Context: an optimization exercise on an open-source flow, tuned for small area. The choices shown serve that exercise and are no tape-out recipe. Function was checked by simulation only, so behaviour that the tests miss may differ from the original.

## bch_kes_chien
module bch_kes_chien(clk, rstn, start, gsynd,
                     aadd1, aadd2, aadd3, aadd4, aadd5, aadd6, aadd7, aadd8);
export LEC_CHECK = 0
export CAP_MARGIN = 20
export CORE_MARGIN = 2
export CORE_UTILIZATION = 40
export SLEW_MARGIN = 20
create_clock -name core_clock -period 8.0 [get_ports {clk}]
run.sh (not shown) runs the stock make flow with config.mk's settings and CLKGATE_MAP_FILE= SYNTH_SCRIPT=/design/flow/synth_recipe.tcl, a recipe that flattens the netlist after the stock synthesis.
The baseline went through all stages and came out clean.
==> next run, changes <==
Settings changed: CTS_CLUSTER_DIAMETER from default to 100, CTS_CLUSTER_SIZE from default to 20.
Sequential share of layout area rose by 0.56 points.
Utilization fell by 0.86 points.
Via count fell by 0.38%.
Wire length came out lower by about 0.4%.

========
## tundra
Another version of the RTL of bch_kes_chien (not shown whole).
For scale: ~12000 cells after synthesis, about 110000 um^2 of cells after synthesis.
Settings: LEC_CHECK=0, CAP_MARGIN=20, CORE_MARGIN=2, CORE_UTILIZATION=50, CTS_CLUSTER_DIAMETER=100, CTS_CLUSTER_SIZE=20, SLEW_MARGIN=20; clock period 8.0 ns.
tundra: all stages complete, timing, DRC and antenna checks passed
#### Input delta (indigo over tundra)
Settings: swapping 20 for 25 in CTS_CLUSTER_SIZE; swapping 50 for 40 in CORE_UTILIZATION.
--- outcome ---
- In terms of via count of the first global-routing pass, tundra and indigo differ only marginally.
- Changes observed in indigo relative to tundra: data required time of the worst path lost 40 ps; number of stages on the worst setup path about even; hold slack shrank by 6.4 ps; final critical delay including setup and external delays now smaller.
- Final instance area delta for indigo relative to tundra: about 0.6% higher
Modified inputs, quartz compared to indigo
Settings: swapping 25 for 20 in CTS_CLUSTER_SIZE.
Results
As far as register share of the cell area is concerned, indigo and quartz perform about the same. Signal arrival time at the worst endpoint up 20 ps in quartz wrt indigo. The final wirelength was comparable across indigo and quartz. Any difference in number of buffers outside the clock class in the layout between indigo and quartz is small enough to ignore. Summary of quartz over indigo: utilization moved up; fraction of cell area in non-clock buffers saw little to no change.

========
Another version of the RTL of bch_kes_chien (not shown whole).
Size in the first run: ~13,000 cells after synthesis, about 1,700 flip-flops, about 120,000 um^2 of cells after synthesis.
clock: 8.0 ns
lec_check: 0
cap_margin: 20
core_margin: 2
core_utilization: 40
gpl_timing_driven: 0
slew_margin: 20
The starting point completed without violations.
Next try:
GPL_TIMING_DRIVEN = default   (was 0)
Outcome: The new run produced a clean layout; fmax goes up by 19%; setup slack gains 0.86 ns; via count goes down by 3.6%; global-route usage goes down by 0.83 points; core utilization goes down by 0.45 points; clock-buffer cell count goes up by 11; wire length goes down by 2.9%; critical path depth goes up by 1.

========
Setup of blue:
bch_kes_chien, a different RTL version from the one above (not shown whole).
clock: 8.0 ns
lec_check: 0
cap_margin: 20
core_margin: 2
core_utilization: 40
cts_cluster_diameter: 100
cts_cluster_size: 25
slew_margin: 20
standard.sh (not shown) runs the stock make flow with config.mk's settings and CLKGATE_MAP_FILE= SYNTH_SCRIPT=/design/flow/synth_recipe.tcl, a recipe that flattens the netlist after the stock synthesis.
==> flow/flow/run.sh <==
#!/bin/bash
# Standard layout, except that after the standard synthesis every 3-input
# XOR/XNOR cell is replaced by two 2-input cells (smaller area; same function,
# same registers). Each tool's output goes to a log file in this folder.
set -euo pipefail
here=$(pwd)
res="$here/orfs/results/${FLOW_PLATFORM:-sky130hd}/bch_kes_chien/base"
bash standard.sh synth > "$here/flow_synth.log" 2>&1
python3 flow/split3.py "$res/1_2_yosys.v" > "$here/flow_split3.log" 2>&1
rm -f "$res/1_synth.odb" "$res/1_synth.sdc"
bash standard.sh > "$here/flow_layout.log" 2>&1
==> flow/flow/split3.py <==
#!/usr/bin/env python3
"""Rewrite a Yosys-mapped sky130hd netlist in place: every 3-input XOR/XNOR
cell (xor3_N, xnor3_N) becomes two 2-input cells, which take less area:
  xor3(A,B,C)  -> xor2(A,B)=t ; xor2(t,C)
  xnor3(A,B,C) -> xor2(A,B)=t ; xnor2(t,C)
Nothing else changes (registers keep their names and cells)."""
import re, sys
path = sys.argv[1]
src = open(path).read()
inst = re.compile(r'(^[ \t]*)sky130_fd_sc_hd__(xor3|xnor3)_\d+\s+(\S+)\s*\((.*?)\);', re.S | re.M)
pin = re.compile(r'\.(\w+)\s*\(((?:[^()]|\([^()]*\))*)\)')
count = {'xor3': 0, 'xnor3': 0}
def repl(m):
    ind, kind, name, body = m.group(1), m.group(2), m.group(3), m.group(4)
    pins = {p: n.strip() for p, n in pin.findall(body)}
    a, b, c, x = pins['A'], pins['B'], pins['C'], pins['X']
    count[kind] += 1
    t = '_split3_%d_' % (count['xor3'] + count['xnor3'])
    base = name.rstrip()
    out = '%swire %s;\n' % (ind, t)
    out += '%ssky130_fd_sc_hd__xor2_1 %s_s1 (.A(%s ),\n    .B(%s ),\n    .X(%s ));\n' % (ind, base, a, b, t)
    if kind == 'xor3':
        out += '%ssky130_fd_sc_hd__xor2_1 %s_s2 (.A(%s ),\n    .B(%s ),\n    .X(%s ));' % (ind, base, t, c, x)
    else:
        out += '%ssky130_fd_sc_hd__xnor2_1 %s_s2 (.A(%s ),\n    .B(%s ),\n    .Y(%s ));' % (ind, base, t, c, x)
    return out
new = inst.sub(repl, src)
open(path, 'w').write(new)
print('split %d xor3 and %d xnor3 cells' % (count['xor3'], count['xnor3']))
blue: full flow OK, the timing, design-rule and antenna checks passed
The following lists how purple was set up differently from blue:
==> flow/run.sh (new file) <==
#!/bin/bash
# synth_recipe.tcl (not shown) runs the flow's synth.tcl, then flattens the netlist and writes it again
# the make line also repeats each setting of config.mk as NAME=value (left out here)
make -C /OpenROAD-flow-scripts/flow DESIGN_CONFIG=/design/flow/config.mk WORK_HOME=/design/flow/orfs CLKGATE_MAP_FILE= SYNTH_SCRIPT=/design/flow/synth_recipe.tcl finish
--- a/flow/config.mk
+++ b/flow/config.mk
@@ -9,5 +9,5 @@
 export CORE_MARGIN = 2
 export CORE_UTILIZATION = 40
-export CTS_CLUSTER_DIAMETER = 100
-export CTS_CLUSTER_SIZE = 25
+export CTS_CLUSTER_DIAMETER = 80
+export CTS_CLUSTER_SIZE = 30
 export SLEW_MARGIN = 20
removed: flow/flow/run.sh
removed: flow/flow/split3.py
removed: flow/standard.sh
Results
Clock buffer count in the final layout, purple and blue: smaller value in purple. For blue, the highest-delay cell along the critical path was xor2_1, unlike purple, where it was xnor2_1. Compared with blue, purple supports a lower clock frequency. [compare] base=blue new=purple: utilization saw little to no change; wire length saw an increase.

-- port drivers added, routing unchanged --
The results above use ideal ports. As a check the final layouts listed here were re-extracted and re-timed, cells and wires unchanged.
Step 1 sets driving cells, clkbuf_16 on the clock port and buf_2 on the other inputs (assumed; they add their load-dependent delay and slew).
Step 2 also shifts input and output timing later by t, the mid clock arrival at the registers, as if the neighbouring blocks saw the same clock.
Three values: ideal ports, drivers, drivers and shift; two values: the first two.
run | t, ns | slack for setup (ns) | worst setup path after step 2 | worst slew at a driven data input, ns
the first run of note 1 | 0.914 | 2.836 / 2.836 / 2.836 | register to register | 0.04
the second run of note 1 | 0.848 | 2.745 / 2.745 / 2.745 | register to register | 0.04
tundra | 0.871 | 2.611 / 2.611 / 2.611 | register to register | 0.09
indigo | 0.851 | 2.649 / 2.649 / 2.649 | register to register | 0.05
quartz | 0.862 | 2.680 / 2.680 / 2.680 | register to register | 0.05
the first run of note 3 | 0.958 | 2.639 / 2.639 / 2.639 | register to register | 0.06
the second run of note 3 | 0.953 | 3.498 / 3.498 / 3.498 | register to register | 0.06
blue | 0.849 | 2.931 / 2.931 / 2.931 | register to register | 0.10
purple | 0.869 | 2.837 / 2.837 / 2.837 | register to register | 0.05
After both steps setup and hold are still met in every run listed.
